Context: an optimization exercise on an open-source flow, tuned for small area and a short achievable clock period. The choices shown serve that exercise and are no tape-out recipe.
At most, simulation tests tie the RTL to the original design; equivalence was not proved.
For runs 2 and 3, only the layout was checked, not whether the RTL still works.
No run shown here takes its clock network from TritonCTS; it comes from the design's own scripts or RTL.
The clock port is modelled as an ideal driver, which makes a skipped or thinned clock tree look cheaper than it is; a real chip needs a root buffer or a tree.
No activity file was given, so power comes from the tool's default toggle rates.

==> flow/design.v <==
module alu_top(clk, a, b, op, out, carry_out, over_flow, zero);
input clk;
input [31:0] a, b;
input [2:0] op;
output reg [31:0] out;
output reg carry_out, over_flow, zero;
reg [31:0] a_r, b_r;
reg [2:0] op_r;
wire [31:0] alu_out;
wire alu_carry_out, alu_over_flow, alu_zero;
ALU alu_core(a_r, b_r, op_r, alu_out, alu_carry_out, alu_over_flow, alu_zero);
always @(posedge clk) begin
	a_r <= a;
	b_r <= b;
	op_r <= op;
	out <= alu_out;
	carry_out <= alu_carry_out;
	over_flow <= alu_over_flow;
	zero <= alu_zero;
end
endmodule

module lf_andn(a, b, y);
input a, b;
output y;
assign y = ~a & b;
endmodule
module lf_aoi21(a, b, c, y);
input a, b, c;
output y;
assign y = ~((a & b) | c);
endmodule
module lf_inv(a, y);
input a;
output y;
assign y = ~a;
endmodule
module lf_mux2(s, a, b, y);
input s, a, b;
output y;
assign y = s ? b : a;
endmodule
module lf_mux2i(s, a, b, y);
input s, a, b;
output y;
assign y = ~(s ? b : a);
endmodule
module lf_nand2(a, b, y);
input a, b;
output y;
assign y = ~(a & b);
endmodule
module lf_nand4(a, b, c, d, y);
input a, b, c, d;
output y;
assign y = ~(a & b & c & d);
endmodule
module lf_nor2(a, b, y);
input a, b;
output y;
assign y = ~(a | b);
endmodule
module lf_nor4(a, b, c, d, y);
input a, b, c, d;
output y;
assign y = ~(a | b | c | d);
endmodule
module lf_oai21(a, b, c, y);
input a, b, c;
output y;
assign y = ~((a | b) & c);
endmodule
module lf_oai22(a, b, c, d, y);
input a, b, c, d;
output y;
assign y = ~((a | b) & (c | d));
endmodule
module lf_xnor2(a, b, y);
input a, b;
output y;
assign y = ~(a ^ b);
endmodule
module lf_xor2(a, b, y);
input a, b;
output y;
assign y = a ^ b;
endmodule
module ALU(a, b, addr, out, carry_out, over_flow, zero);
input [31:0] a, b;
input [2:0] addr;
output [31:0] out;
output carry_out, over_flow, zero;
wire op3 = (addr == 3'd3);
wire bi  = (addr == 3'd1) | op3;             
wire inv = (addr == 3'd5) | (addr == 3'd6);  
wire ci  = bi | inv;                         
wire cin_n = ~ci;
wire epn = (addr == 3'd3) | (addr == 3'd4) | (addr == 3'd5);  
wire egn = ~addr[2];                                           
wire ec  = (addr == 3'd0) | (addr == 3'd1);
wire ecn = ~ec;
wire q_1;
wire q_2;
wire q_3;
wire q_4;
wire q_5;
wire q_6;
wire q_7;
wire q_8;
wire q_9;
wire q_10;
wire q_11;
wire q_12;
wire q_13;
wire q_14;
wire q_15;
wire q_16;
wire q_17;
wire q_18;
wire q_19;
wire q_20;
wire q_21;
wire q_22;
wire q_23;
wire q_24;
wire q_25;
wire q_26;
wire q_27;
wire q_28;
wire q_29;
wire q_30;
wire q_31;
wire q_32;
wire bi_33;
wire bi_34;
wire bi_35;
wire bi_36;
wire bi_37;
wire bi_38;
wire bi_39;
wire bi_40;
wire pn_41;
wire pn_42;
wire pn_43;
wire pn_44;
wire pn_45;
wire pn_46;
wire pn_47;
wire pn_48;
wire pn_49;
wire pn_50;
wire pn_51;
wire pn_52;
wire pn_53;
wire pn_54;
wire pn_55;
wire pn_56;
wire pn_57;
wire pn_58;
wire pn_59;
wire pn_60;
wire pn_61;
wire pn_62;
wire pn_63;
wire pn_64;
wire pn_65;
wire pn_66;
wire pn_67;
wire pn_68;
wire pn_69;
wire pn_70;
wire pn_71;
wire pn_72;
wire gn_73;
wire gn_74;
wire gn_75;
wire gn_76;
wire gn_77;
wire gn_78;
wire gn_79;
wire gn_80;
wire gn_81;
wire gn_82;
wire gn_83;
wire gn_84;
wire gn_85;
wire gn_86;
wire gn_87;
wire gn_88;
wire gn_89;
wire gn_90;
wire gn_91;
wire gn_92;
wire gn_93;
wire gn_94;
wire gn_95;
wire gn_96;
wire gn_97;
wire gn_98;
wire gn_99;
wire gn_100;
wire gn_101;
wire gn_102;
wire gn_103;
wire gn_104;
wire G_105;
wire G_106;
wire G_107;
wire P_108;
wire G_109;
wire P_110;
wire G_111;
wire P_112;
wire G_113;
wire P_114;
wire G_115;
wire P_116;
wire G_117;
wire P_118;
wire G_119;
wire P_120;
wire G_121;
wire P_122;
wire G_123;
wire P_124;
wire G_125;
wire P_126;
wire G_127;
wire P_128;
wire G_129;
wire P_130;
wire G_131;
wire P_132;
wire G_133;
wire P_134;
wire G_135;
wire P_136;
wire G_137;
wire G_138;
wire P_139;
wire G_140;
wire P_141;
wire G_142;
wire P_143;
wire G_144;
wire P_145;
wire G_146;
wire P_147;
wire G_148;
wire P_149;
wire G_150;
wire P_151;
wire G_152;
wire G_153;
wire P_154;
wire G_155;
wire P_156;
wire G_157;
wire P_158;
wire G_159;
wire G_160;
wire P_161;
wire G_162;
wire i_163;
wire G_164;
wire i_165;
wire G_166;
wire G_167;
wire G_168;
wire i_169;
wire G_170;
wire G_171;
wire G_172;
wire G_173;
wire G_174;
wire i_175;
wire G_176;
wire G_177;
wire i_178;
wire G_179;
wire G_180;
wire G_181;
wire G_182;
wire G_183;
wire i_184;
wire G_185;
wire G_186;
wire G_187;
wire G_188;
wire i_189;
wire G_190;
wire G_191;
wire G_192;
wire G_193;
wire i_194;
wire G_195;
wire G_196;
wire L_197;
wire L_198;
wire kn_199;
wire M_200;
wire L_201;
wire k_202;
wire M_203;
wire L_204;
wire M_205;
wire L_206;
wire M_207;
wire L_208;
wire M_209;
wire L_210;
wire M_211;
wire L_212;
wire M_213;
wire L_214;
wire M_215;
wire L_216;
wire M_217;
wire L_218;
wire M_219;
wire L_220;
wire M_221;
wire L_222;
wire M_223;
wire L_224;
wire M_225;
wire L_226;
wire M_227;
wire L_228;
wire M_229;
wire L_230;
wire kn_231;
wire M_232;
wire L_233;
wire k_234;
wire M_235;
wire L_236;
wire M_237;
wire L_238;
wire M_239;
wire L_240;
wire M_241;
wire L_242;
wire M_243;
wire L_244;
wire M_245;
wire L_246;
wire M_247;
wire L_248;
wire M_249;
wire L_250;
wire M_251;
wire L_252;
wire M_253;
wire L_254;
wire M_255;
wire L_256;
wire M_257;
wire L_258;
wire M_259;
wire L_260;
wire M_261;
wire L_262;
wire M_263;
wire z_264;
wire z_265;
wire z_266;
wire z_267;
wire z_268;
wire z_269;
wire z_270;
wire z_271;
wire z_272;
wire z_273;
wire z_274;
wire z_275;
wire z_276;
wire z_277;
wire z_278;
wire z_279;
wire z_280;
wire z_281;
wire z_282;
wire z_283;
wire mb0;
wire c31 = G_196;
wire c32 = G_162;
wire p31 = ~pn_72;
wire k1 = (op3 & ~p31) | inv;
wire k0 = (op3 & p31) | inv;
wire m1 = (ec & ci) | k1;
wire m0 = (ec & ci) | k0;
assign carry_out = c32 ^ inv;
assign over_flow = c31 ^ c32;
  lf_xnor2 u0 (.a(a[0]), .b(b[0]), .y(q_1));
  lf_xnor2 u1 (.a(a[1]), .b(b[1]), .y(q_2));
  lf_xnor2 u2 (.a(a[2]), .b(b[2]), .y(q_3));
  lf_xnor2 u3 (.a(a[3]), .b(b[3]), .y(q_4));
  lf_xnor2 u4 (.a(a[4]), .b(b[4]), .y(q_5));
  lf_xnor2 u5 (.a(a[5]), .b(b[5]), .y(q_6));
  lf_xnor2 u6 (.a(a[6]), .b(b[6]), .y(q_7));
  lf_xnor2 u7 (.a(a[7]), .b(b[7]), .y(q_8));
  lf_xnor2 u8 (.a(a[8]), .b(b[8]), .y(q_9));
  lf_xnor2 u9 (.a(a[9]), .b(b[9]), .y(q_10));
  lf_xnor2 u10 (.a(a[10]), .b(b[10]), .y(q_11));
  lf_xnor2 u11 (.a(a[11]), .b(b[11]), .y(q_12));
  lf_xnor2 u12 (.a(a[12]), .b(b[12]), .y(q_13));
  lf_xnor2 u13 (.a(a[13]), .b(b[13]), .y(q_14));
  lf_xnor2 u14 (.a(a[14]), .b(b[14]), .y(q_15));
  lf_xnor2 u15 (.a(a[15]), .b(b[15]), .y(q_16));
  lf_xnor2 u16 (.a(a[16]), .b(b[16]), .y(q_17));
  lf_xnor2 u17 (.a(a[17]), .b(b[17]), .y(q_18));
  lf_xnor2 u18 (.a(a[18]), .b(b[18]), .y(q_19));
  lf_xnor2 u19 (.a(a[19]), .b(b[19]), .y(q_20));
  lf_xnor2 u20 (.a(a[20]), .b(b[20]), .y(q_21));
  lf_xnor2 u21 (.a(a[21]), .b(b[21]), .y(q_22));
  lf_xnor2 u22 (.a(a[22]), .b(b[22]), .y(q_23));
  lf_xnor2 u23 (.a(a[23]), .b(b[23]), .y(q_24));
  lf_xnor2 u24 (.a(a[24]), .b(b[24]), .y(q_25));
  lf_xnor2 u25 (.a(a[25]), .b(b[25]), .y(q_26));
  lf_xnor2 u26 (.a(a[26]), .b(b[26]), .y(q_27));
  lf_xnor2 u27 (.a(a[27]), .b(b[27]), .y(q_28));
  lf_xnor2 u28 (.a(a[28]), .b(b[28]), .y(q_29));
  lf_xnor2 u29 (.a(a[29]), .b(b[29]), .y(q_30));
  lf_xnor2 u30 (.a(a[30]), .b(b[30]), .y(q_31));
  lf_xnor2 u31 (.a(a[31]), .b(b[31]), .y(q_32));
  lf_andn u32 (.a(addr[2]), .b(addr[0]), .y(bi_33));
  lf_andn u33 (.a(addr[2]), .b(addr[0]), .y(bi_34));
  lf_andn u34 (.a(addr[2]), .b(addr[0]), .y(bi_35));
  lf_andn u35 (.a(addr[2]), .b(addr[0]), .y(bi_36));
  lf_andn u36 (.a(addr[2]), .b(addr[0]), .y(bi_37));
  lf_andn u37 (.a(addr[2]), .b(addr[0]), .y(bi_38));
  lf_andn u38 (.a(addr[2]), .b(addr[0]), .y(bi_39));
  lf_andn u39 (.a(addr[2]), .b(addr[0]), .y(bi_40));
  lf_xor2 u40 (.a(q_1), .b(bi_33), .y(pn_41));
  lf_xor2 u41 (.a(q_2), .b(bi_33), .y(pn_42));
  lf_xor2 u42 (.a(q_3), .b(bi_33), .y(pn_43));
  lf_xor2 u43 (.a(q_4), .b(bi_33), .y(pn_44));
  lf_xor2 u44 (.a(q_5), .b(bi_34), .y(pn_45));
  lf_xor2 u45 (.a(q_6), .b(bi_34), .y(pn_46));
  lf_xor2 u46 (.a(q_7), .b(bi_34), .y(pn_47));
  lf_xor2 u47 (.a(q_8), .b(bi_34), .y(pn_48));
  lf_xor2 u48 (.a(q_9), .b(bi_35), .y(pn_49));
  lf_xor2 u49 (.a(q_10), .b(bi_35), .y(pn_50));
  lf_xor2 u50 (.a(q_11), .b(bi_35), .y(pn_51));
  lf_xor2 u51 (.a(q_12), .b(bi_35), .y(pn_52));
  lf_xor2 u52 (.a(q_13), .b(bi_36), .y(pn_53));
  lf_xor2 u53 (.a(q_14), .b(bi_36), .y(pn_54));
  lf_xor2 u54 (.a(q_15), .b(bi_36), .y(pn_55));
  lf_xor2 u55 (.a(q_16), .b(bi_36), .y(pn_56));
  lf_xor2 u56 (.a(q_17), .b(bi_37), .y(pn_57));
  lf_xor2 u57 (.a(q_18), .b(bi_37), .y(pn_58));
  lf_xor2 u58 (.a(q_19), .b(bi_37), .y(pn_59));
  lf_xor2 u59 (.a(q_20), .b(bi_37), .y(pn_60));
  lf_xor2 u60 (.a(q_21), .b(bi_38), .y(pn_61));
  lf_xor2 u61 (.a(q_22), .b(bi_38), .y(pn_62));
  lf_xor2 u62 (.a(q_23), .b(bi_38), .y(pn_63));
  lf_xor2 u63 (.a(q_24), .b(bi_38), .y(pn_64));
  lf_xor2 u64 (.a(q_25), .b(bi_39), .y(pn_65));
  lf_xor2 u65 (.a(q_26), .b(bi_39), .y(pn_66));
  lf_xor2 u66 (.a(q_27), .b(bi_39), .y(pn_67));
  lf_xor2 u67 (.a(q_28), .b(bi_39), .y(pn_68));
  lf_xor2 u68 (.a(q_29), .b(bi_40), .y(pn_69));
  lf_xor2 u69 (.a(q_30), .b(bi_40), .y(pn_70));
  lf_xor2 u70 (.a(q_31), .b(bi_40), .y(pn_71));
  lf_xor2 u71 (.a(q_32), .b(bi_40), .y(pn_72));
  lf_nand2 u72 (.a(a[0]), .b(pn_41), .y(gn_73));
  lf_nand2 u73 (.a(a[1]), .b(pn_42), .y(gn_74));
  lf_nand2 u74 (.a(a[2]), .b(pn_43), .y(gn_75));
  lf_nand2 u75 (.a(a[3]), .b(pn_44), .y(gn_76));
  lf_nand2 u76 (.a(a[4]), .b(pn_45), .y(gn_77));
  lf_nand2 u77 (.a(a[5]), .b(pn_46), .y(gn_78));
  lf_nand2 u78 (.a(a[6]), .b(pn_47), .y(gn_79));
  lf_nand2 u79 (.a(a[7]), .b(pn_48), .y(gn_80));
  lf_nand2 u80 (.a(a[8]), .b(pn_49), .y(gn_81));
  lf_nand2 u81 (.a(a[9]), .b(pn_50), .y(gn_82));
  lf_nand2 u82 (.a(a[10]), .b(pn_51), .y(gn_83));
  lf_nand2 u83 (.a(a[11]), .b(pn_52), .y(gn_84));
  lf_nand2 u84 (.a(a[12]), .b(pn_53), .y(gn_85));
  lf_nand2 u85 (.a(a[13]), .b(pn_54), .y(gn_86));
  lf_nand2 u86 (.a(a[14]), .b(pn_55), .y(gn_87));
  lf_nand2 u87 (.a(a[15]), .b(pn_56), .y(gn_88));
  lf_nand2 u88 (.a(a[16]), .b(pn_57), .y(gn_89));
  lf_nand2 u89 (.a(a[17]), .b(pn_58), .y(gn_90));
  lf_nand2 u90 (.a(a[18]), .b(pn_59), .y(gn_91));
  lf_nand2 u91 (.a(a[19]), .b(pn_60), .y(gn_92));
  lf_nand2 u92 (.a(a[20]), .b(pn_61), .y(gn_93));
  lf_nand2 u93 (.a(a[21]), .b(pn_62), .y(gn_94));
  lf_nand2 u94 (.a(a[22]), .b(pn_63), .y(gn_95));
  lf_nand2 u95 (.a(a[23]), .b(pn_64), .y(gn_96));
  lf_nand2 u96 (.a(a[24]), .b(pn_65), .y(gn_97));
  lf_nand2 u97 (.a(a[25]), .b(pn_66), .y(gn_98));
  lf_nand2 u98 (.a(a[26]), .b(pn_67), .y(gn_99));
  lf_nand2 u99 (.a(a[27]), .b(pn_68), .y(gn_100));
  lf_nand2 u100 (.a(a[28]), .b(pn_69), .y(gn_101));
  lf_nand2 u101 (.a(a[29]), .b(pn_70), .y(gn_102));
  lf_nand2 u102 (.a(a[30]), .b(pn_71), .y(gn_103));
  lf_nand2 u103 (.a(a[31]), .b(pn_72), .y(gn_104));
  lf_mux2i u104 (.s(pn_41), .a(ci), .b(a[0]), .y(G_105));
  lf_oai21 u105 (.a(pn_42), .b(G_105), .c(gn_74), .y(G_106));
  lf_oai21 u106 (.a(pn_44), .b(gn_75), .c(gn_76), .y(G_107));
  lf_nor2 u107 (.a(pn_44), .b(pn_43), .y(P_108));
  lf_oai21 u108 (.a(pn_46), .b(gn_77), .c(gn_78), .y(G_109));
  lf_nor2 u109 (.a(pn_46), .b(pn_45), .y(P_110));
  lf_oai21 u110 (.a(pn_48), .b(gn_79), .c(gn_80), .y(G_111));
  lf_nor2 u111 (.a(pn_48), .b(pn_47), .y(P_112));
  lf_oai21 u112 (.a(pn_50), .b(gn_81), .c(gn_82), .y(G_113));
  lf_nor2 u113 (.a(pn_50), .b(pn_49), .y(P_114));
  lf_oai21 u114 (.a(pn_52), .b(gn_83), .c(gn_84), .y(G_115));
  lf_nor2 u115 (.a(pn_52), .b(pn_51), .y(P_116));
  lf_oai21 u116 (.a(pn_54), .b(gn_85), .c(gn_86), .y(G_117));
  lf_nor2 u117 (.a(pn_54), .b(pn_53), .y(P_118));
  lf_oai21 u118 (.a(pn_56), .b(gn_87), .c(gn_88), .y(G_119));
  lf_nor2 u119 (.a(pn_56), .b(pn_55), .y(P_120));
  lf_oai21 u120 (.a(pn_58), .b(gn_89), .c(gn_90), .y(G_121));
  lf_nor2 u121 (.a(pn_58), .b(pn_57), .y(P_122));
  lf_oai21 u122 (.a(pn_60), .b(gn_91), .c(gn_92), .y(G_123));
  lf_nor2 u123 (.a(pn_60), .b(pn_59), .y(P_124));
  lf_oai21 u124 (.a(pn_62), .b(gn_93), .c(gn_94), .y(G_125));
  lf_nor2 u125 (.a(pn_62), .b(pn_61), .y(P_126));
  lf_oai21 u126 (.a(pn_64), .b(gn_95), .c(gn_96), .y(G_127));
  lf_nor2 u127 (.a(pn_64), .b(pn_63), .y(P_128));
  lf_oai21 u128 (.a(pn_66), .b(gn_97), .c(gn_98), .y(G_129));
  lf_nor2 u129 (.a(pn_66), .b(pn_65), .y(P_130));
  lf_oai21 u130 (.a(pn_68), .b(gn_99), .c(gn_100), .y(G_131));
  lf_nor2 u131 (.a(pn_68), .b(pn_67), .y(P_132));
  lf_oai21 u132 (.a(pn_70), .b(gn_101), .c(gn_102), .y(G_133));
  lf_nor2 u133 (.a(pn_70), .b(pn_69), .y(P_134));
  lf_oai21 u134 (.a(pn_72), .b(gn_103), .c(gn_104), .y(G_135));
  lf_nor2 u135 (.a(pn_72), .b(pn_71), .y(P_136));
  lf_aoi21 u136 (.a(P_108), .b(G_106), .c(G_107), .y(G_137));
  lf_aoi21 u137 (.a(P_112), .b(G_109), .c(G_111), .y(G_138));
  lf_nand2 u138 (.a(P_112), .b(P_110), .y(P_139));
  lf_aoi21 u139 (.a(P_116), .b(G_113), .c(G_115), .y(G_140));
  lf_nand2 u140 (.a(P_116), .b(P_114), .y(P_141));
  lf_aoi21 u141 (.a(P_120), .b(G_117), .c(G_119), .y(G_142));
  lf_nand2 u142 (.a(P_120), .b(P_118), .y(P_143));
  lf_aoi21 u143 (.a(P_124), .b(G_121), .c(G_123), .y(G_144));
  lf_nand2 u144 (.a(P_124), .b(P_122), .y(P_145));
  lf_aoi21 u145 (.a(P_128), .b(G_125), .c(G_127), .y(G_146));
  lf_nand2 u146 (.a(P_128), .b(P_126), .y(P_147));
  lf_aoi21 u147 (.a(P_132), .b(G_129), .c(G_131), .y(G_148));
  lf_nand2 u148 (.a(P_132), .b(P_130), .y(P_149));
  lf_aoi21 u149 (.a(P_136), .b(G_133), .c(G_135), .y(G_150));
  lf_nand2 u150 (.a(P_136), .b(P_134), .y(P_151));
  lf_oai21 u151 (.a(P_139), .b(G_137), .c(G_138), .y(G_152));
  lf_oai21 u152 (.a(P_143), .b(G_140), .c(G_142), .y(G_153));
  lf_nor2 u153 (.a(P_143), .b(P_141), .y(P_154));
  lf_oai21 u154 (.a(P_147), .b(G_144), .c(G_146), .y(G_155));
  lf_nor2 u155 (.a(P_147), .b(P_145), .y(P_156));
  lf_oai21 u156 (.a(P_151), .b(G_148), .c(G_150), .y(G_157));
  lf_nor2 u157 (.a(P_151), .b(P_149), .y(P_158));
  lf_aoi21 u158 (.a(P_154), .b(G_152), .c(G_153), .y(G_159));
  lf_aoi21 u159 (.a(P_158), .b(G_155), .c(G_157), .y(G_160));
  lf_nand2 u160 (.a(P_158), .b(P_156), .y(P_161));
  lf_oai21 u161 (.a(P_161), .b(G_159), .c(G_160), .y(G_162));
  lf_inv u162 (.a(G_159), .y(i_163));
  lf_aoi21 u163 (.a(P_156), .b(i_163), .c(G_155), .y(G_164));
  lf_inv u164 (.a(G_152), .y(i_165));
  lf_oai21 u165 (.a(P_141), .b(i_165), .c(G_140), .y(G_166));
  lf_oai21 u166 (.a(P_145), .b(G_159), .c(G_144), .y(G_167));
  lf_oai21 u167 (.a(P_149), .b(G_164), .c(G_148), .y(G_168));
  lf_inv u168 (.a(G_137), .y(i_169));
  lf_aoi21 u169 (.a(P_110), .b(i_169), .c(G_109), .y(G_170));
  lf_aoi21 u170 (.a(P_114), .b(G_152), .c(G_113), .y(G_171));
  lf_aoi21 u171 (.a(P_118), .b(G_166), .c(G_117), .y(G_172));
  lf_aoi21 u172 (.a(P_122), .b(i_163), .c(G_121), .y(G_173));
  lf_aoi21 u173 (.a(P_126), .b(G_167), .c(G_125), .y(G_174));
  lf_inv u174 (.a(G_164), .y(i_175));
  lf_aoi21 u175 (.a(P_130), .b(i_175), .c(G_129), .y(G_176));
  lf_aoi21 u176 (.a(P_134), .b(G_168), .c(G_133), .y(G_177));
  lf_inv u177 (.a(G_106), .y(i_178));
  lf_oai21 u178 (.a(pn_43), .b(i_178), .c(gn_75), .y(G_179));
  lf_oai21 u179 (.a(pn_45), .b(G_137), .c(gn_77), .y(G_180));
  lf_oai21 u180 (.a(pn_47), .b(G_170), .c(gn_79), .y(G_181));
  lf_oai21 u181 (.a(pn_49), .b(i_165), .c(gn_81), .y(G_182));
  lf_oai21 u182 (.a(pn_51), .b(G_171), .c(gn_83), .y(G_183));
  lf_inv u183 (.a(G_166), .y(i_184));
  lf_oai21 u184 (.a(pn_53), .b(i_184), .c(gn_85), .y(G_185));
  lf_oai21 u185 (.a(pn_55), .b(G_172), .c(gn_87), .y(G_186));
  lf_oai21 u186 (.a(pn_57), .b(G_159), .c(gn_89), .y(G_187));
  lf_oai21 u187 (.a(pn_59), .b(G_173), .c(gn_91), .y(G_188));
  lf_inv u188 (.a(G_167), .y(i_189));
  lf_oai21 u189 (.a(pn_61), .b(i_189), .c(gn_93), .y(G_190));
  lf_oai21 u190 (.a(pn_63), .b(G_174), .c(gn_95), .y(G_191));
  lf_oai21 u191 (.a(pn_65), .b(G_164), .c(gn_97), .y(G_192));
  lf_oai21 u192 (.a(pn_67), .b(G_176), .c(gn_99), .y(G_193));
  lf_inv u193 (.a(G_168), .y(i_194));
  lf_oai21 u194 (.a(pn_69), .b(i_194), .c(gn_101), .y(G_195));
  lf_oai21 u195 (.a(pn_71), .b(G_177), .c(gn_103), .y(G_196));
  lf_oai22 u196 (.a(pn_41), .b(epn), .c(gn_73), .d(egn), .y(L_197));
  lf_xor2 u197 (.a(L_197), .b(mb0), .y(out[0]));
  lf_oai22 u198 (.a(pn_42), .b(epn), .c(gn_74), .d(egn), .y(L_198));
  lf_mux2i u199 (.s(G_162), .a(k0), .b(k1), .y(kn_199));
  lf_oai21 u200 (.a(G_105), .b(ecn), .c(kn_199), .y(M_200));
  lf_xor2 u201 (.a(L_198), .b(M_200), .y(out[1]));
  lf_oai22 u202 (.a(pn_43), .b(epn), .c(gn_75), .d(egn), .y(L_201));
  lf_mux2 u203 (.s(G_162), .a(k0), .b(k1), .y(k_202));
  lf_aoi21 u204 (.a(G_106), .b(ec), .c(k_202), .y(M_203));
  lf_xnor2 u205 (.a(L_201), .b(M_203), .y(out[2]));
  lf_oai22 u206 (.a(pn_44), .b(epn), .c(gn_76), .d(egn), .y(L_204));
  lf_aoi21 u207 (.a(G_179), .b(ec), .c(k_202), .y(M_205));
  lf_xnor2 u208 (.a(L_204), .b(M_205), .y(out[3]));
  lf_oai22 u209 (.a(pn_45), .b(epn), .c(gn_77), .d(egn), .y(L_206));
  lf_oai21 u210 (.a(G_137), .b(ecn), .c(kn_199), .y(M_207));
  lf_xor2 u211 (.a(L_206), .b(M_207), .y(out[4]));
  lf_oai22 u212 (.a(pn_46), .b(epn), .c(gn_78), .d(egn), .y(L_208));
  lf_aoi21 u213 (.a(G_180), .b(ec), .c(k_202), .y(M_209));
  lf_xnor2 u214 (.a(L_208), .b(M_209), .y(out[5]));
  lf_oai22 u215 (.a(pn_47), .b(epn), .c(gn_79), .d(egn), .y(L_210));
  lf_oai21 u216 (.a(G_170), .b(ecn), .c(kn_199), .y(M_211));
  lf_xor2 u217 (.a(L_210), .b(M_211), .y(out[6]));
  lf_oai22 u218 (.a(pn_48), .b(epn), .c(gn_80), .d(egn), .y(L_212));
  lf_aoi21 u219 (.a(G_181), .b(ec), .c(k_202), .y(M_213));
  lf_xnor2 u220 (.a(L_212), .b(M_213), .y(out[7]));
  lf_oai22 u221 (.a(pn_49), .b(epn), .c(gn_81), .d(egn), .y(L_214));
  lf_aoi21 u222 (.a(G_152), .b(ec), .c(k_202), .y(M_215));
  lf_xnor2 u223 (.a(L_214), .b(M_215), .y(out[8]));
  lf_oai22 u224 (.a(pn_50), .b(epn), .c(gn_82), .d(egn), .y(L_216));
  lf_aoi21 u225 (.a(G_182), .b(ec), .c(k_202), .y(M_217));
  lf_xnor2 u226 (.a(L_216), .b(M_217), .y(out[9]));
  lf_oai22 u227 (.a(pn_51), .b(epn), .c(gn_83), .d(egn), .y(L_218));
  lf_oai21 u228 (.a(G_171), .b(ecn), .c(kn_199), .y(M_219));
  lf_xor2 u229 (.a(L_218), .b(M_219), .y(out[10]));
  lf_oai22 u230 (.a(pn_52), .b(epn), .c(gn_84), .d(egn), .y(L_220));
  lf_aoi21 u231 (.a(G_183), .b(ec), .c(k_202), .y(M_221));
  lf_xnor2 u232 (.a(L_220), .b(M_221), .y(out[11]));
  lf_oai22 u233 (.a(pn_53), .b(epn), .c(gn_85), .d(egn), .y(L_222));
  lf_aoi21 u234 (.a(G_166), .b(ec), .c(k_202), .y(M_223));
  lf_xnor2 u235 (.a(L_222), .b(M_223), .y(out[12]));
  lf_oai22 u236 (.a(pn_54), .b(epn), .c(gn_86), .d(egn), .y(L_224));
  lf_aoi21 u237 (.a(G_185), .b(ec), .c(k_202), .y(M_225));
  lf_xnor2 u238 (.a(L_224), .b(M_225), .y(out[13]));
  lf_oai22 u239 (.a(pn_55), .b(epn), .c(gn_87), .d(egn), .y(L_226));
  lf_oai21 u240 (.a(G_172), .b(ecn), .c(kn_199), .y(M_227));
  lf_xor2 u241 (.a(L_226), .b(M_227), .y(out[14]));
  lf_oai22 u242 (.a(pn_56), .b(epn), .c(gn_88), .d(egn), .y(L_228));
  lf_aoi21 u243 (.a(G_186), .b(ec), .c(k_202), .y(M_229));
  lf_xnor2 u244 (.a(L_228), .b(M_229), .y(out[15]));
  lf_oai22 u245 (.a(pn_57), .b(epn), .c(gn_89), .d(egn), .y(L_230));
  lf_mux2i u246 (.s(G_162), .a(k0), .b(k1), .y(kn_231));
  lf_oai21 u247 (.a(G_159), .b(ecn), .c(kn_231), .y(M_232));
  lf_xor2 u248 (.a(L_230), .b(M_232), .y(out[16]));
  lf_oai22 u249 (.a(pn_58), .b(epn), .c(gn_90), .d(egn), .y(L_233));
  lf_mux2 u250 (.s(G_162), .a(k0), .b(k1), .y(k_234));
  lf_aoi21 u251 (.a(G_187), .b(ec), .c(k_234), .y(M_235));
  lf_xnor2 u252 (.a(L_233), .b(M_235), .y(out[17]));
  lf_oai22 u253 (.a(pn_59), .b(epn), .c(gn_91), .d(egn), .y(L_236));
  lf_oai21 u254 (.a(G_173), .b(ecn), .c(kn_231), .y(M_237));
  lf_xor2 u255 (.a(L_236), .b(M_237), .y(out[18]));
  lf_oai22 u256 (.a(pn_60), .b(epn), .c(gn_92), .d(egn), .y(L_238));
  lf_aoi21 u257 (.a(G_188), .b(ec), .c(k_234), .y(M_239));
  lf_xnor2 u258 (.a(L_238), .b(M_239), .y(out[19]));
  lf_oai22 u259 (.a(pn_61), .b(epn), .c(gn_93), .d(egn), .y(L_240));
  lf_aoi21 u260 (.a(G_167), .b(ec), .c(k_234), .y(M_241));
  lf_xnor2 u261 (.a(L_240), .b(M_241), .y(out[20]));
  lf_oai22 u262 (.a(pn_62), .b(epn), .c(gn_94), .d(egn), .y(L_242));
  lf_aoi21 u263 (.a(G_190), .b(ec), .c(k_234), .y(M_243));
  lf_xnor2 u264 (.a(L_242), .b(M_243), .y(out[21]));
  lf_oai22 u265 (.a(pn_63), .b(epn), .c(gn_95), .d(egn), .y(L_244));
  lf_oai21 u266 (.a(G_174), .b(ecn), .c(kn_231), .y(M_245));
  lf_xor2 u267 (.a(L_244), .b(M_245), .y(out[22]));
  lf_oai22 u268 (.a(pn_64), .b(epn), .c(gn_96), .d(egn), .y(L_246));
  lf_aoi21 u269 (.a(G_191), .b(ec), .c(k_234), .y(M_247));
  lf_xnor2 u270 (.a(L_246), .b(M_247), .y(out[23]));
  lf_oai22 u271 (.a(pn_65), .b(epn), .c(gn_97), .d(egn), .y(L_248));
  lf_oai21 u272 (.a(G_164), .b(ecn), .c(kn_231), .y(M_249));
  lf_xor2 u273 (.a(L_248), .b(M_249), .y(out[24]));
  lf_oai22 u274 (.a(pn_66), .b(epn), .c(gn_98), .d(egn), .y(L_250));
  lf_aoi21 u275 (.a(G_192), .b(ec), .c(k_234), .y(M_251));
  lf_xnor2 u276 (.a(L_250), .b(M_251), .y(out[25]));
  lf_oai22 u277 (.a(pn_67), .b(epn), .c(gn_99), .d(egn), .y(L_252));
  lf_oai21 u278 (.a(G_176), .b(ecn), .c(kn_231), .y(M_253));
  lf_xor2 u279 (.a(L_252), .b(M_253), .y(out[26]));
  lf_oai22 u280 (.a(pn_68), .b(epn), .c(gn_100), .d(egn), .y(L_254));
  lf_aoi21 u281 (.a(G_193), .b(ec), .c(k_234), .y(M_255));
  lf_xnor2 u282 (.a(L_254), .b(M_255), .y(out[27]));
  lf_oai22 u283 (.a(pn_69), .b(epn), .c(gn_101), .d(egn), .y(L_256));
  lf_aoi21 u284 (.a(G_168), .b(ec), .c(k_234), .y(M_257));
  lf_xnor2 u285 (.a(L_256), .b(M_257), .y(out[28]));
  lf_oai22 u286 (.a(pn_70), .b(epn), .c(gn_102), .d(egn), .y(L_258));
  lf_aoi21 u287 (.a(G_195), .b(ec), .c(k_234), .y(M_259));
  lf_xnor2 u288 (.a(L_258), .b(M_259), .y(out[29]));
  lf_oai22 u289 (.a(pn_71), .b(epn), .c(gn_103), .d(egn), .y(L_260));
  lf_oai21 u290 (.a(G_177), .b(ecn), .c(kn_231), .y(M_261));
  lf_xor2 u291 (.a(L_260), .b(M_261), .y(out[30]));
  lf_oai22 u292 (.a(pn_72), .b(epn), .c(gn_104), .d(egn), .y(L_262));
  lf_aoi21 u293 (.a(G_196), .b(ec), .c(k_234), .y(M_263));
  lf_xnor2 u294 (.a(L_262), .b(M_263), .y(out[31]));
  lf_nor2 u295 (.a(out[0]), .b(out[1]), .y(z_264));
  lf_nor2 u296 (.a(out[2]), .b(out[3]), .y(z_265));
  lf_nor2 u297 (.a(out[4]), .b(out[5]), .y(z_266));
  lf_nor2 u298 (.a(out[6]), .b(out[7]), .y(z_267));
  lf_nor2 u299 (.a(out[8]), .b(out[9]), .y(z_268));
  lf_nor2 u300 (.a(out[10]), .b(out[11]), .y(z_269));
  lf_nor2 u301 (.a(out[12]), .b(out[13]), .y(z_270));
  lf_nor2 u302 (.a(out[14]), .b(out[15]), .y(z_271));
  lf_nor2 u303 (.a(out[16]), .b(out[17]), .y(z_272));
  lf_nor2 u304 (.a(out[18]), .b(out[19]), .y(z_273));
  lf_nor2 u305 (.a(out[20]), .b(out[21]), .y(z_274));
  lf_nor2 u306 (.a(out[22]), .b(out[23]), .y(z_275));
  lf_nor2 u307 (.a(out[24]), .b(out[25]), .y(z_276));
  lf_nor2 u308 (.a(out[26]), .b(out[27]), .y(z_277));
  lf_nor2 u309 (.a(out[28]), .b(out[29]), .y(z_278));
  lf_nor2 u310 (.a(out[30]), .b(out[31]), .y(z_279));
  lf_nand4 u311 (.a(z_264), .b(z_265), .c(z_266), .d(z_267), .y(z_280));
  lf_nand4 u312 (.a(z_268), .b(z_269), .c(z_270), .d(z_271), .y(z_281));
  lf_nand4 u313 (.a(z_272), .b(z_273), .c(z_274), .d(z_275), .y(z_282));
  lf_nand4 u314 (.a(z_276), .b(z_277), .c(z_278), .d(z_279), .y(z_283));
  lf_nor4 u315 (.a(z_280), .b(z_281), .c(z_282), .d(z_283), .y(zero));
lf_mux2 um (.s(c32), .a(m0), .b(m1), .y(mb0));   
endmodule
==> flow/flow/run.sh <==
#!/bin/bash
# The standard layout (standard.sh) with these changes to how it is made:
#  - the port buffers are sky130 buf_1 rather than the resizer's default pick;
#  - before floorplanning every combinational cell is set to drive strength 1
#    (flow/downsize.tcl), so only the resizer's timing repair sizes cells up;
#  - the timing repair aims at a setup slack margin of SETUP_MARGIN ns;
#  - the clock port drives MCTS_K buffers that each drive the flip-flops of
#    one region (flow/cts_hook.tcl), instead of TritonCTS's two-level tree.
# Each tool's output goes to ORFS's own per-step logs under orfs/logs; make's
# output goes to standard.log.
export BUFFER_PORTS_ARGS="-buffer_cell sky130_fd_sc_hd__buf_1"
export SETUP_SLACK_MARGIN=${SETUP_MARGIN:-10.8}
export PRE_FLOORPLAN_TCL=$PWD/flow/downsize.tcl
export MCTS_K=${MCTS_K:-4}
export MCTS_CELL=${MCTS_CELL:-sky130_fd_sc_hd__buf_12}
export PRE_CTS_TCL=$PWD/flow/cts_hook.tcl
export SKIP_GATE_CLONING=1
bash standard.sh > standard.log 2>&1
==> flow/flow/cts_hook.tcl <==
# Clock distribution with one level of buffers: the clock port drives
# K buffer cells, each driving the flip-flops of one region of the
# core (the flip-flops split into K groups of equal size by position).
proc manual_cts {K {cell sky130_fd_sc_hd__clkbuf_16}} {
  set block [ord::get_db_block]
  set clknet [$block findNet clk]
  set master [[ord::get_db] findMaster $cell]
  set sinks {}
  foreach it [$clknet getITerms] {
    set inst [$it getInst]
    set xy [$inst getLocation]
    lappend sinks [list $it [lindex $xy 0] [lindex $xy 1]]
  }
  # split along the longer side of the sinks' bounding box
  set xs [lsort -integer [lmap s $sinks {lindex $s 1}]]
  set ys [lsort -integer [lmap s $sinks {lindex $s 2}]]
  set idx [expr {([lindex $xs end] - [lindex $xs 0]) >= ([lindex $ys end] - [lindex $ys 0]) ? 1 : 2}]
  set sinks [lsort -integer -index $idx $sinks]
  set n [llength $sinks]
  for {set g 0} {$g < $K} {incr g} {
    set lo [expr {$g * $n / $K}]
    set hi [expr {($g + 1) * $n / $K - 1}]
    set grp [lrange $sinks $lo $hi]
    set inst [odb::dbInst_create $block $master "clkbuf_m_$g"]
    set net [odb::dbNet_create $block "clk_m_$g"]
    $net setSigType CLOCK
    [$inst findITerm A] connect $clknet
    [$inst findITerm X] connect $net
    set sx 0; set sy 0
    foreach s $grp {
      set it [lindex $s 0]
      $it disconnect
      $it connect $net
      incr sx [lindex $s 1]; incr sy [lindex $s 2]
    }
    set m [llength $grp]
    $inst setLocation [expr {$sx / $m}] [expr {$sy / $m}]
    $inst setPlacementStatus PLACED
  }
}

# Used as the PRE_CTS hook of the standard flow: build the one-level clock
# distribution here, then let cts.tcl go on (detailed placement, timing
# repair) with TritonCTS's own tree building turned into a no-op.
manual_cts $::env(MCTS_K) $::env(MCTS_CELL)
set_propagated_clock [all_clocks]
rename clock_tree_synthesis tritoncts_clock_tree_synthesis
proc clock_tree_synthesis {args} {
  puts "cts_hook.tcl: clock_tree_synthesis skipped (one-level clock buffers built in the PRE_CTS hook)"
}
==> flow/flow/downsize.tcl <==
# Start placement from the smallest drive of every combinational cell that
# synthesis sized up; the timing repair later in the flow sizes up again only
# the cells on paths that need it. Flip-flops are left as synthesis made them.
set db [ord::get_db]
set n 0
foreach inst [[ord::get_db_block] getInsts] {
  set m [[$inst getMaster] getName]
  if {[regexp {^(sky130_fd_sc_hd__([a-z0-9]+))_([0-9]+)$} $m -> base kind sz] && $sz > 1
      && ![string match df* $kind] && ![string match sdf* $kind] && ![string match dl* $kind]} {
    set nm [$db findMaster ${base}_1]
    if {$nm ne "NULL"} {
      $inst swapMaster $nm
      incr n
    }
  }
}
puts "downsize.tcl: $n cells set to drive strength 1"
==> flow/standard.sh <==
#!/bin/bash
# synth_recipe.tcl (not shown) runs the flow's synth.tcl, then flattens the netlist and writes it again
# the make line also repeats each setting of config.mk as NAME=value (left out here)
make -C /OpenROAD-flow-scripts/flow DESIGN_CONFIG=/design/flow/config.mk WORK_HOME=/design/flow/orfs CLKGATE_MAP_FILE= SYNTH_SCRIPT=/design/flow/synth_recipe.tcl "${@:-finish}"
==> flow/config.mk <==
export PLATFORM = sky130hd
export DESIGN_NAME = alu_top
export DESIGN_NICKNAME = alu_top
export VERILOG_FILES = /design/flow/design.v
export SDC_FILE = /design/flow/constraint.sdc
export NUM_CORES = 4
export LEC_CHECK = 0
export CAP_MARGIN = 20
export CORE_MARGIN = 2
export CORE_UTILIZATION = 40
export SLEW_MARGIN = 20
export SYNTH_HIERARCHICAL = 1
==> flow/constraint.sdc <==
create_clock -name core_clock -period 14.5 [get_ports {clk}]
set_input_delay 2.9000 -clock core_clock [delete_from_list [all_inputs] [get_ports {clk}]]
set_output_delay 2.9000 -clock core_clock [all_outputs]
set_load 0.01 [all_outputs]
==> flow_summary_export.csv, run 1 <==
group,metric,value,unit
outcome,status,"no timing/DRC/antenna violations",
detailed_routing,wl_per_cell,13.42,um
power_and_ir_drop,p_comb_frac,0.339,
grt,grt_pass1_wl,14650,um
sta,setup_violations,0,
yosys,ys.warnings.count,7,
place,dpl.hpwl,6831,um
sta,grt_setup_unrepaired,"no",
critical_path,crit_path_max_fanout,1,
critical_path,arrival,0.66,ns
cells_and_area,diodes,0,
place,io_buffer_count,102,
critical_path,cp_top_family,"flip-flops",
power_and_ir_drop,p_leak,1.920,nW
detailed_routing,dr.pass1.iters,4,
critical_path,critPathSlowestCell,"dfxtp_1",
power_and_ir_drop,intPower,0.4656,mW
hold_path,hold_path.class,"reg -> reg",
floorplan,die_area,11070,um2
sta,setup_tns,0,ns
place,post_dp_cell_area,4661,um2
floorplan,dieWidth,105.2,um
power_and_ir_drop,seqPwrFrac,0.497,
grt,overflow,0,
place,place_ws,9.886,ns
critical_path,crit_chain,"buf_1",
critical_path,critPathKind,"reg -> out",
cells_and_area,drive_gt1_frac,0.09156,
sta,fin_worst_skew,0.01283,ns
yosys,syn_nets,507,
sta,fin_crit_sh,0.2452,
detailed_routing,vias,3336,
grt,antenna_found_initial,0,
floorplan,die_y,105.2,um
power_and_ir_drop,cellPowerDensity,138.9,nW/um2
critical_path,critPathLaunchType,"register",
detailed_routing,viasPerCell,4.835,
sta,setup_ws,10.94,ns
detailed_routing,ant_nets,0,
sta,max_slew.worst_pin.slew,0.7778,ns
grt,grt_pass1_vias,3208,
floorplan,initial_utilization,0.4153,
flow_run,maxCapViolations,0,
floorplan,fp-row-count,36,
critical_path,crit_buf_inv,1,
cells_and_area,instances_no_fill,690,
cells_and_area,nets,627,
power_and_ir_drop,ir_drop,0.00005648,V
critical_path,cp-end-kind,"output port",
sta,hold_violations,0,
sta,maxSlewViolCount,0,
power_and_ir_drop,clkPwrFrac,0.164,
power_and_ir_drop,sw_frac_of_total,0.3334,
clocking,cts_hold_buf,0,
clocking,clk-insertion-delay-late,0.14,ns
sta,period_needed,3.555,ns
place,place_congestion,0.8164,
clocking,path_clk_slew,0.10,ns
detailed_routing,drt_first_iter_violations,142,
grt,grt_usage,0.1560,
detailed_routing,drc,0,
detailed_routing,drt_wl_total,9260,um
place,place_inst,675,
yosys,postSynthCellCount,439,
floorplan,core,9864,um2
power_and_ir_drop,p_switching,0.2329,mW
sta,fmax,281.3,MHz
sta,slew_headroom,0.4809,
floorplan,io_pins,103,
critical_path,critPathRequiredTime,11.60,ns
cells_and_area,finalInstanceArea,5029,um2
critical_path,cpPeakStageDelay,0.36,ns
grt,grt_max_degree,34,
[layout by cell type, fill, tap and decap left out, types with 4 or more instances in the layout]
master	count
buf_1	102
dfxtp_1	100
xnor2_1	54
o21ai_1	46
nand2_1	44
xor2_1	36
nor2_1	35
a21oi_1	33
o22ai_1	32
buf_4	11
inv_1	10
xor2_2	10
nand4_1	4
nor2b_4	4
nor2b_2	4
buf_12	4
[power groups by stage]
stage	combinational (mW)	sequential [mW]	clock, mW
after global routing	0.261	0.352	0.129
final	0.237	0.347	0.114
after global placement	0.216	0.355	0
after floorplan	0.133	0.370	0
after detailed placement	0.217	0.356	0
after CTS	0.223	0.349	0.119
[layer usage]
| layer | vias up | GRT usage | routed length (um) |
|---|---|---|---|
| met4 | 0 | 0.02762 | 149 |
| met1 | 1510 | 0.2132 | 4238 |
| met3 | 10 | 0.009357 | 428 |
| met2 | 90 | 0.2737 | 4443 |
| li1 | 1726 | - | - |
| met5 | - | 0 | 0 |
[final timing paths]
path                   startpoint               to  slack (ns)  cells past startpoint
hold / removal    a_r[21]$_DFF_P_  out[21]$_DFF_P_        0.66                      3
hold reg to reg   a_r[21]$_DFF_P_  out[21]$_DFF_P_        0.66                      3
setup reg to reg  op_r[2]$_DFF_P_     zero$_DFF_P_       11.06                     17
setup / recovery   out[1]$_DFF_P_           out[1]       10.94                      1
[flip-flops by register name, indices dropped and copies added, names as in the netlist]
register	count
a_r	32
b_r	32
out	32
op_r	3
carry_out	1
over_flow	1
zero	1
[timing repair]
item / 4_1_cts / 5_1_grt
cloned: 0 / 0
setup endpoints to repair: 34 / 2
pin swaps: 1 / 5
hold endpoints to repair: 0 / 0
setup buffers: 0 / 11
gates resized for setup: 19 / 25
[final cells by class]
type                    instances  area, um2
plain buffers                   4      80.08
fillers                       976       4836
inverters                      10      37.54
multi-input cells             326       2217
flip-flops and latches        102       2049
well taps                     133      166.4
repair buffers                115      478.0
[metrics by stage]
step | utilization | power [mW] | hold WS (ns)
6_report | 0.5098 | 0.6984 | 0.6593
5_1_grt | 0.5098 | 0.7418 | 0.7060
4_1_cts | 0.4882 | 0.6913 | 0.6662
3_5_place_dp | 0.4725 | 0.5725 | 0.6509
3_3_place_gp | 0.4725 | 0.5710 | 0.6566
2_1_floorplan | - | 0.5032 | 0.6222
==> run 2: changes to the inputs <==
--- a/flow/design.v
+++ b/flow/design.v
@@ -30,6 +30,11 @@
 output y;
 assign y = ~((a & b) | c);
 endmodule
+module lf_g0(a, b, ci, inv, bi, y);
+input a, b, ci, inv, bi;
+output y;
+assign y = ~(a ? (b | ci) : (b ? inv : bi));
+endmodule
 module lf_inv(a, y);
 input a;
 output y;
@@ -496,7 +501,7 @@
   lf_nand2 u101 (.a(a[29]), .b(pn_70), .y(gn_102));
   lf_nand2 u102 (.a(a[30]), .b(pn_71), .y(gn_103));
   lf_nand2 u103 (.a(a[31]), .b(pn_72), .y(gn_104));
-  lf_mux2i u104 (.s(pn_41), .a(ci), .b(a[0]), .y(G_105));
+  lf_g0 u104 (.a(a[0]), .b(b[0]), .ci(ci), .inv(inv), .bi(bi), .y(G_105));
   lf_oai21 u105 (.a(pn_42), .b(G_105), .c(gn_74), .y(G_106));
   lf_oai21 u106 (.a(pn_44), .b(gn_75), .c(gn_76), .y(G_107));
   lf_nor2 u107 (.a(pn_44), .b(pn_43), .y(P_108));
--- a/flow/flow/run.sh
+++ b/flow/flow/run.sh
@@ -14,5 +14,4 @@
 export MCTS_K=${MCTS_K:-4}
 export MCTS_CELL=${MCTS_CELL:-sky130_fd_sc_hd__buf_12}
 export PRE_CTS_TCL=$PWD/flow/cts_hook.tcl
-export SKIP_GATE_CLONING=1
 bash standard.sh > standard.log 2>&1
==> flow_summary_export.csv, run 2 <==
group,metric,value,unit
outcome,status,"no timing/DRC/antenna violations",
floorplan,core,9864,um2
detailed_routing,ant_nets,0,
critical_path,cp-end-kind,"output port",
critical_path,endpoint,"zero",
detailed_routing,drc,0,
cells_and_area,finalInstanceArea,5029,um2
floorplan,die_y,105.4,um
critical_path,crit_buf_inv,1,
sta,setup_ws,10.93,ns
yosys,ys.warnings.count,7,
sta,hold_violations,0,
place,post_dp_cell_area,4669,um2
grt,grt_pass1_vias,3299,
detailed_routing,drt_wl_total,9662,um
sta,setup_violations,0,
grt,grt_usage,0.1631,
sta,fin_crit_sh,0.2460,
grt,overflow,0,
critical_path,arrival,0.67,ns
floorplan,fp-row-count,36,
critical_path,critPathSlowestCell,"dfxtp_1",
grt,grt_pass1_wl,15190,um
power_and_ir_drop,p_leak,1.937,nW
yosys,syn_nets,510,
critical_path,cp_top_family,"flip-flops",
flow_run,maxCapViolations,0,
cells_and_area,largestRegisters,"a_r: 32 flops, b_r: 32 flops, out: 32 flops",
sta,period_needed,3.568,ns
cells_and_area,instances_no_fill,693,
grt,grt_max_degree,34,
critical_path,critPathLaunchType,"register",
clocking,clk-insertion-delay-late,0.14,ns
power_and_ir_drop,ir_drop,0.00006391,V
sta,maxSlewViolCount,0,
cells_and_area,fin_util,0.5098,
critical_path,r2r_slack,10.97,ns
place,dpl.hpwl,7152,um
critical_path,rr_worst_depth,18,
critical_path,cp_num_cells,1,
floorplan,io_pins,103,
detailed_routing,viasPerCell,4.935,
detailed_routing,wl_per_cell,13.94,um
critical_path,timing.rr.start,"op_r[1]$_DFF_P_",
cells_and_area,nets,630,
place,place_inst,678,
sta,slew_headroom,0.4919,
sta,fmax,280.3,MHz
critical_path,cpPeakStageDelay,0.36,ns
place,place_ws,9.835,ns
sta,setup_tns,0,ns
critical_path,crit_start,"zero$_DFF_P_",
yosys,postSynthCellCount,442,
critical_path,critPathRequiredTime,11.60,ns
clocking,cts_hold_buf,0,
clocking,path_clk_slew,0.10,ns
critical_path,crit_path_max_fanout,1,
critical_path,critPathKind,"reg -> out",
floorplan,dieWidth,105.4,um
place,place_congestion,0.8329,
grt,antenna_found_initial,0,
detailed_routing,drt_first_iter_violations,88,
floorplan,initial_utilization,0.4165,
cells_and_area,drive_gt1_frac,0.08036,
sta,fin_worst_skew,0.01294,ns
critical_path,crit_chain,"buf_1",
sta,grt_setup_unrepaired,"no",
sta,max_slew.worst_pin.slew,0.7613,ns
cells_and_area,final_cell_mix,"102 x buf_1, 99 x dfxtp_1, 54 x xnor2_1, 47 x o21ai_1, 43 x nand2_1",
power_and_ir_drop,cellPowerDensity,139.8,nW/um2
floorplan,die_area,11100,um2
cells_and_area,layout_commonest_cell,"buf_1",
hold_path,hold_path.class,"reg -> reg",
place,io_buffer_count,102,
detailed_routing,vias,3420,
critical_path,worstReg2RegEnd,"zero$_DFF_P_",
hold_path,whs_path_depth,3,
cells_and_area,diodes,0,
detailed_routing,dr.pass1.iters,4,
-- run 2: cell type report --
class                      count  area, um2
inverter                      12      45.04
multi-input combinational    328       2191
sequential                   102       2053
timing repair buffer         114      493.0
buffer                         4      80.08
fill                         948       4836
tap                          133      166.4
-- run 2: report_power, final --
part	total (mW)	leakage, nW	internal, mW	switching, mW
sequential	0.346	0.861	0.328	0.0180
combinational	0.243	1.04	0.0939	0.149
clock	0.114	0.0376	0.0450	0.0692
-- run 2: how the worst min path moves through the flow --
stage               startpoint              end
6_report       a_r[11]$_DFF_P_  out[11]$_DFF_P_
5_1_grt         a_r[3]$_DFF_P_   out[3]$_DFF_P_
4_1_cts         a_r[3]$_DFF_P_   out[3]$_DFF_P_
3_5_place_dp    a_r[3]$_DFF_P_   out[3]$_DFF_P_
3_3_place_gp    a_r[3]$_DFF_P_   out[3]$_DFF_P_
2_1_floorplan  a_r[11]$_DFF_P_  out[11]$_DFF_P_
-- run 2: per-layer routing --
metal | part of all wire | up-vias | global-route usage
met4 | 0.013 | 0 | 0.02571
li1 | - | 1744 | -
met2 | 0.49 | 97 | 0.2926
met1 | 0.46 | 1571 | 0.2186
met5 | 0 | - | 0
met3 | 0.046 | 8 | 0.01051
-- run 2: repair_timing --
| item | in CTS | in global routing |
|---|---|---|
| setup endpoints to repair | 34 | 1 |
| resized for setup | 21 | 21 |
| pin swaps | 3 | 5 |
| setup buffers | 5 | 5 |
-- run 2: worst reg2reg max path: stages (launching register included) --
cell,delay (ns)
dfxtp_4,0.40
nand2_1,0.09
xnor2_1,0.13
mux2_1,0.31
o22ai_2,0.18
o21ai_1,0.16
a21oi_2,0.27
o21ai_4,0.13
a21oi_4,0.20
inv_1,0.13
a21oi_4,0.21
o21ai_1,0.14
a21oi_2,0.19
o21ai_1,0.13
a21oi_1,0.18
xnor2_1,0.12
nor2_1,0.12
nand4_1,0.11
nor4_1,0.25
-- run 2: per-stage QoR --
| step | total power, mW | hold WS (ns) |
|---|---|---|
| 2_1_floorplan | 0.5034 | 0.6222 |
| 3_3_place_gp | 0.5726 | 0.6556 |
| 3_5_place_dp | 0.5745 | 0.6496 |
| 4_1_cts | 0.6941 | 0.6646 |
| 5_1_grt | 0.7441 | 0.6950 |
| 6_report | 0.7031 | 0.6632 |
==> run 3: changes to the inputs <==
--- a/flow/design.v
+++ b/flow/design.v
@@ -20,21 +20,11 @@
 end
 endmodule
 
-module lf_andn(a, b, y);
-input a, b;
-output y;
-assign y = ~a & b;
-endmodule
 module lf_aoi21(a, b, c, y);
 input a, b, c;
 output y;
 assign y = ~((a & b) | c);
 endmodule
-module lf_g0(a, b, ci, inv, bi, y);
-input a, b, ci, inv, bi;
-output y;
-assign y = ~(a ? (b | ci) : (b ? inv : bi));
-endmodule
 module lf_inv(a, y);
 input a;
 output y;
@@ -60,6 +50,11 @@
 output y;
 assign y = ~(a & b & c & d);
 endmodule
+module lf_nandn(a, b, y);
+input a, b;
+output y;
+assign y = ~(~a & b);
+endmodule
 module lf_nor2(a, b, y);
 input a, b;
 output y;
@@ -136,14 +131,14 @@
 wire q_30;
 wire q_31;
 wire q_32;
-wire bi_33;
-wire bi_34;
-wire bi_35;
-wire bi_36;
-wire bi_37;
-wire bi_38;
-wire bi_39;
-wire bi_40;
+wire bin_33;
+wire bin_34;
+wire bin_35;
+wire bin_36;
+wire bin_37;
+wire bin_38;
+wire bin_39;
+wire bin_40;
 wire pn_41;
 wire pn_42;
 wire pn_43;
@@ -429,46 +424,46 @@
   lf_xnor2 u29 (.a(a[29]), .b(b[29]), .y(q_30));
   lf_xnor2 u30 (.a(a[30]), .b(b[30]), .y(q_31));
   lf_xnor2 u31 (.a(a[31]), .b(b[31]), .y(q_32));
-  lf_andn u32 (.a(addr[2]), .b(addr[0]), .y(bi_33));
-  lf_andn u33 (.a(addr[2]), .b(addr[0]), .y(bi_34));
-  lf_andn u34 (.a(addr[2]), .b(addr[0]), .y(bi_35));
-  lf_andn u35 (.a(addr[2]), .b(addr[0]), .y(bi_36));
-  lf_andn u36 (.a(addr[2]), .b(addr[0]), .y(bi_37));
-  lf_andn u37 (.a(addr[2]), .b(addr[0]), .y(bi_38));
-  lf_andn u38 (.a(addr[2]), .b(addr[0]), .y(bi_39));
-  lf_andn u39 (.a(addr[2]), .b(addr[0]), .y(bi_40));
-  lf_xor2 u40 (.a(q_1), .b(bi_33), .y(pn_41));
-  lf_xor2 u41 (.a(q_2), .b(bi_33), .y(pn_42));
-  lf_xor2 u42 (.a(q_3), .b(bi_33), .y(pn_43));
-  lf_xor2 u43 (.a(q_4), .b(bi_33), .y(pn_44));
-  lf_xor2 u44 (.a(q_5), .b(bi_34), .y(pn_45));
-  lf_xor2 u45 (.a(q_6), .b(bi_34), .y(pn_46));
-  lf_xor2 u46 (.a(q_7), .b(bi_34), .y(pn_47));
-  lf_xor2 u47 (.a(q_8), .b(bi_34), .y(pn_48));
-  lf_xor2 u48 (.a(q_9), .b(bi_35), .y(pn_49));
-  lf_xor2 u49 (.a(q_10), .b(bi_35), .y(pn_50));
-  lf_xor2 u50 (.a(q_11), .b(bi_35), .y(pn_51));
-  lf_xor2 u51 (.a(q_12), .b(bi_35), .y(pn_52));
-  lf_xor2 u52 (.a(q_13), .b(bi_36), .y(pn_53));
-  lf_xor2 u53 (.a(q_14), .b(bi_36), .y(pn_54));
-  lf_xor2 u54 (.a(q_15), .b(bi_36), .y(pn_55));
-  lf_xor2 u55 (.a(q_16), .b(bi_36), .y(pn_56));
-  lf_xor2 u56 (.a(q_17), .b(bi_37), .y(pn_57));
-  lf_xor2 u57 (.a(q_18), .b(bi_37), .y(pn_58));
-  lf_xor2 u58 (.a(q_19), .b(bi_37), .y(pn_59));
-  lf_xor2 u59 (.a(q_20), .b(bi_37), .y(pn_60));
-  lf_xor2 u60 (.a(q_21), .b(bi_38), .y(pn_61));
-  lf_xor2 u61 (.a(q_22), .b(bi_38), .y(pn_62));
-  lf_xor2 u62 (.a(q_23), .b(bi_38), .y(pn_63));
-  lf_xor2 u63 (.a(q_24), .b(bi_38), .y(pn_64));
-  lf_xor2 u64 (.a(q_25), .b(bi_39), .y(pn_65));
-  lf_xor2 u65 (.a(q_26), .b(bi_39), .y(pn_66));
-  lf_xor2 u66 (.a(q_27), .b(bi_39), .y(pn_67));
-  lf_xor2 u67 (.a(q_28), .b(bi_39), .y(pn_68));
-  lf_xor2 u68 (.a(q_29), .b(bi_40), .y(pn_69));
-  lf_xor2 u69 (.a(q_30), .b(bi_40), .y(pn_70));
-  lf_xor2 u70 (.a(q_31), .b(bi_40), .y(pn_71));
-  lf_xor2 u71 (.a(q_32), .b(bi_40), .y(pn_72));
+  lf_nandn u32 (.a(addr[2]), .b(addr[0]), .y(bin_33));
+  lf_nandn u33 (.a(addr[2]), .b(addr[0]), .y(bin_34));
+  lf_nandn u34 (.a(addr[2]), .b(addr[0]), .y(bin_35));
+  lf_nandn u35 (.a(addr[2]), .b(addr[0]), .y(bin_36));
+  lf_nandn u36 (.a(addr[2]), .b(addr[0]), .y(bin_37));
+  lf_nandn u37 (.a(addr[2]), .b(addr[0]), .y(bin_38));
+  lf_nandn u38 (.a(addr[2]), .b(addr[0]), .y(bin_39));
+  lf_nandn u39 (.a(addr[2]), .b(addr[0]), .y(bin_40));
+  lf_xnor2 u40 (.a(q_1), .b(bin_33), .y(pn_41));
+  lf_xnor2 u41 (.a(q_2), .b(bin_33), .y(pn_42));
+  lf_xnor2 u42 (.a(q_3), .b(bin_33), .y(pn_43));
+  lf_xnor2 u43 (.a(q_4), .b(bin_33), .y(pn_44));
+  lf_xnor2 u44 (.a(q_5), .b(bin_34), .y(pn_45));
+  lf_xnor2 u45 (.a(q_6), .b(bin_34), .y(pn_46));
+  lf_xnor2 u46 (.a(q_7), .b(bin_34), .y(pn_47));
+  lf_xnor2 u47 (.a(q_8), .b(bin_34), .y(pn_48));
+  lf_xnor2 u48 (.a(q_9), .b(bin_35), .y(pn_49));
+  lf_xnor2 u49 (.a(q_10), .b(bin_35), .y(pn_50));
+  lf_xnor2 u50 (.a(q_11), .b(bin_35), .y(pn_51));
+  lf_xnor2 u51 (.a(q_12), .b(bin_35), .y(pn_52));
+  lf_xnor2 u52 (.a(q_13), .b(bin_36), .y(pn_53));
+  lf_xnor2 u53 (.a(q_14), .b(bin_36), .y(pn_54));
+  lf_xnor2 u54 (.a(q_15), .b(bin_36), .y(pn_55));
+  lf_xnor2 u55 (.a(q_16), .b(bin_36), .y(pn_56));
+  lf_xnor2 u56 (.a(q_17), .b(bin_37), .y(pn_57));
+  lf_xnor2 u57 (.a(q_18), .b(bin_37), .y(pn_58));
+  lf_xnor2 u58 (.a(q_19), .b(bin_37), .y(pn_59));
+  lf_xnor2 u59 (.a(q_20), .b(bin_37), .y(pn_60));
+  lf_xnor2 u60 (.a(q_21), .b(bin_38), .y(pn_61));
+  lf_xnor2 u61 (.a(q_22), .b(bin_38), .y(pn_62));
+  lf_xnor2 u62 (.a(q_23), .b(bin_38), .y(pn_63));
+  lf_xnor2 u63 (.a(q_24), .b(bin_38), .y(pn_64));
+  lf_xnor2 u64 (.a(q_25), .b(bin_39), .y(pn_65));
+  lf_xnor2 u65 (.a(q_26), .b(bin_39), .y(pn_66));
+  lf_xnor2 u66 (.a(q_27), .b(bin_39), .y(pn_67));
+  lf_xnor2 u67 (.a(q_28), .b(bin_39), .y(pn_68));
+  lf_xnor2 u68 (.a(q_29), .b(bin_40), .y(pn_69));
+  lf_xnor2 u69 (.a(q_30), .b(bin_40), .y(pn_70));
+  lf_xnor2 u70 (.a(q_31), .b(bin_40), .y(pn_71));
+  lf_xnor2 u71 (.a(q_32), .b(bin_40), .y(pn_72));
   lf_nand2 u72 (.a(a[0]), .b(pn_41), .y(gn_73));
   lf_nand2 u73 (.a(a[1]), .b(pn_42), .y(gn_74));
   lf_nand2 u74 (.a(a[2]), .b(pn_43), .y(gn_75));
@@ -501,7 +496,7 @@
   lf_nand2 u101 (.a(a[29]), .b(pn_70), .y(gn_102));
   lf_nand2 u102 (.a(a[30]), .b(pn_71), .y(gn_103));
   lf_nand2 u103 (.a(a[31]), .b(pn_72), .y(gn_104));
-  lf_g0 u104 (.a(a[0]), .b(b[0]), .ci(ci), .inv(inv), .bi(bi), .y(G_105));
+  lf_mux2i u104 (.s(pn_41), .a(ci), .b(a[0]), .y(G_105));
   lf_oai21 u105 (.a(pn_42), .b(G_105), .c(gn_74), .y(G_106));
   lf_oai21 u106 (.a(pn_44), .b(gn_75), .c(gn_76), .y(G_107));
   lf_nor2 u107 (.a(pn_44), .b(pn_43), .y(P_108));
==> flow_summary_export.csv, run 3 <==
group,metric,value,unit
cells_and_area,nets,624,
floorplan,fp-row-count,36,
floorplan,io_pins,103,
cells_and_area,diodes,0,
power_and_ir_drop,intPower,0.4702,mW
place,io_buffer_count,102,
sta,fmax,281.7,MHz
detailed_routing,dr.pass1.iters,4,
detailed_routing,vias,3381,
critical_path,critPathLaunchType,"register",
cells_and_area,regArea,2049,um2
sta,grt_setup_unrepaired,"no",
sta,max_slew.worst_pin.slew,0.7754,ns
power_and_ir_drop,clkPwrFrac,0.161,
yosys,postSynthCellCount,439,
sta,setup_violations,0,
grt,grt_pass1_vias,3260,
power_and_ir_drop,p_leak,1.836,nW
sta,hold_violations,0,
power_and_ir_drop,sw_frac_of_total,0.3293,
place,place_congestion,0.8174,
detailed_routing,ant_nets,0,
critical_path,crit_chain,"buf_1",
yosys,ys.warnings.count,7,
sta,slew_headroom,0.4825,
power_and_ir_drop,seqPwrFrac,0.495,
clocking,clk-insertion-delay-late,0.14,ns
critical_path,critPathKind,"reg -> out",
floorplan,die_area,11070,um2
detailed_routing,viasPerCell,4.921,
critical_path,critPathRequiredTime,11.60,ns
floorplan,die_y,105.2,um
clocking,path_clk_slew,0.10,ns
sta,setup_tns,0,ns
critical_path,crit_buf_inv,1,
floorplan,initial_utilization,0.4153,
cells_and_area,drive_gt1_frac,0.07401,
floorplan,dieWidth,105.2,um
cells_and_area,fill_cells,960,
cells_and_area,finalInstanceArea,4955,um2
grt,antenna_found_initial,0,
power_and_ir_drop,cellPowerDensity,141.5,nW/um2
grt,grt_max_degree,34,
hold_path,hold_path.class,"reg -> reg",
sta,fin_crit_sh,0.2448,
cells_and_area,largestRegisters,"a_r: 32 flops, b_r: 32 flops, out: 32 flops",
critical_path,arrival,0.65,ns
power_and_ir_drop,p_switching,0.2309,mW
sta,period_needed,3.550,ns
grt,overflow,0,
cells_and_area,layout_commonest_cell,"buf_1",
grt,grt_usage,0.1570,
flow_run,maxCapViolations,0,
critical_path,crit_path_max_fanout,1,
critical_path,cpPeakStageDelay,0.36,ns
place,post_dp_cell_area,4661,um2
power_and_ir_drop,p_comb_frac,0.344,
sta,maxSlewViolCount,0,
detailed_routing,drt_wl_total,9093,um
detailed_routing,wl_per_cell,13.24,um
critical_path,cp_top_family,"flip-flops",
floorplan,core,9864,um2
power_and_ir_drop,finalPower,0.7012,mW
detailed_routing,drc,0,
place,dpl.hpwl,6869,um
cells_and_area,multi_input_area,2163,um2
power_and_ir_drop,ir_drop,0.00005450,V
outcome,status,"no timing/DRC/antenna violations",
critical_path,cp-end-kind,"output port",
critical_path,critPathSlowestCell,"dfxtp_1",
cells_and_area,final_cell_mix,"102 x buf_1, 100 x dfxtp_1, 77 x xnor2_1, 46 x o21ai_1, 44 x nand2_1",
detailed_routing,drt_first_iter_violations,99,
yosys,syn_nets,507,
sta,fin_worst_skew,0.01004,ns
grt,grt_pass1_wl,14800,um
==> run 3: what timing repair did <==
action	4_1_cts	5_1_grt
hold endpoints to repair	0	0
gates resized for setup	13	20
pin swaps	1	6
hold buffers	0	0
setup buffers	2	6
endpoints found under the setup margin	34	1
==> run 3: final timing paths <==
check	startpoint	to	slack [ns]	depth (start not counted)
max	out[16]$_DFF_P_	out[16]	10.95	1
min	op_r[2]$_DFF_P_	carry_out$_DFF_P_	0.63	2
max reg2reg	op_r[0]$_DFF_P_	zero$_DFF_P_	10.98	16
min reg2reg	op_r[2]$_DFF_P_	carry_out$_DFF_P_	0.63	2
==> run 3: cell type report <==
class / count / area share
Multi-Input combinational cell: 326 / 0.4366
Sequential cell: 102 / 0.4136
Timing Repair Buffer: 112 / 0.09242
Tap cell: 133 / 0.03359
Buffer: 4 / 0.01616
Inverter: 10 / 0.007576
==> run 3: metrics by stage <==
stage	hold WS, ns	std cells	utilization	worst slack [ns]
2_1_floorplan	0.5944	439	-	11.02
3_3_place_gp	0.6532	675	0.4725	10.20
3_5_place_dp	0.6585	675	0.4725	9.963
4_1_cts	0.6270	681	0.4867	10.80
5_1_grt	0.6966	687	0.5023	10.78
6_report	0.6288	687	0.5023	10.95
==> run 3: worst min-delay path: stages (launching register included) <==
cell and delay, ns:
dfxtp_4 0.40, nand2_1 0.11, xnor2_1 0.07
==> run 3: layer usage <==
layer | global-route usage | vias to the layer above | share of wire
li1 | - | 1735 | -
met2 | 0.2774 | 87 | 0.47
met3 | 0.01185 | 17 | 0.042
met4 | 0.03333 | 0 | 0.022
met1 | 0.2090 | 1542 | 0.46
met5 | 0 | - | 0
==> run 3: power groups by stage <==
stage | clock, mW | sequential [mW] | combinational [mW]
CTS | 0.117 | 0.348 | 0.227
floorplan | 0 | 0.370 | 0.137
global placement | 0 | 0.355 | 0.219
detailed placement | 0 | 0.355 | 0.221
finish | 0.113 | 0.347 | 0.241
global route | 0.129 | 0.352 | 0.265

-- what the ideal ports hide --
The results above use ideal ports. As a check the final layouts listed here were re-extracted and re-timed, cells and wires unchanged.
Step 1: set_driving_cell puts a clkbuf_16 on clk and a buf_2 on each other input, an assumption about the parent block.
Step 2 times the ports against the registers' clock, not the clock port: input delays grow and output delays shrink by t, the midpoint of the rising clock arrivals with the driver on.
Slacks: ideal ports / drivers / drivers and shift; pairs: ideal ports / drivers.
run	t, ns	slack for setup (ns)	hold slack, ns	worst data-port slew with drivers (ns)
run 1	0.212	10.945 / 10.865 / 11.058	0.659 / 0.659 / 0.659	0.03
run 2	0.209	10.932 / 10.855 / 10.969	0.663 / 0.663 / 0.663	0.04
run 3	0.208	10.950 / 10.873 / 10.977	0.629 / 0.629 / 0.629	0.03
After both steps every run listed still meets setup and hold.
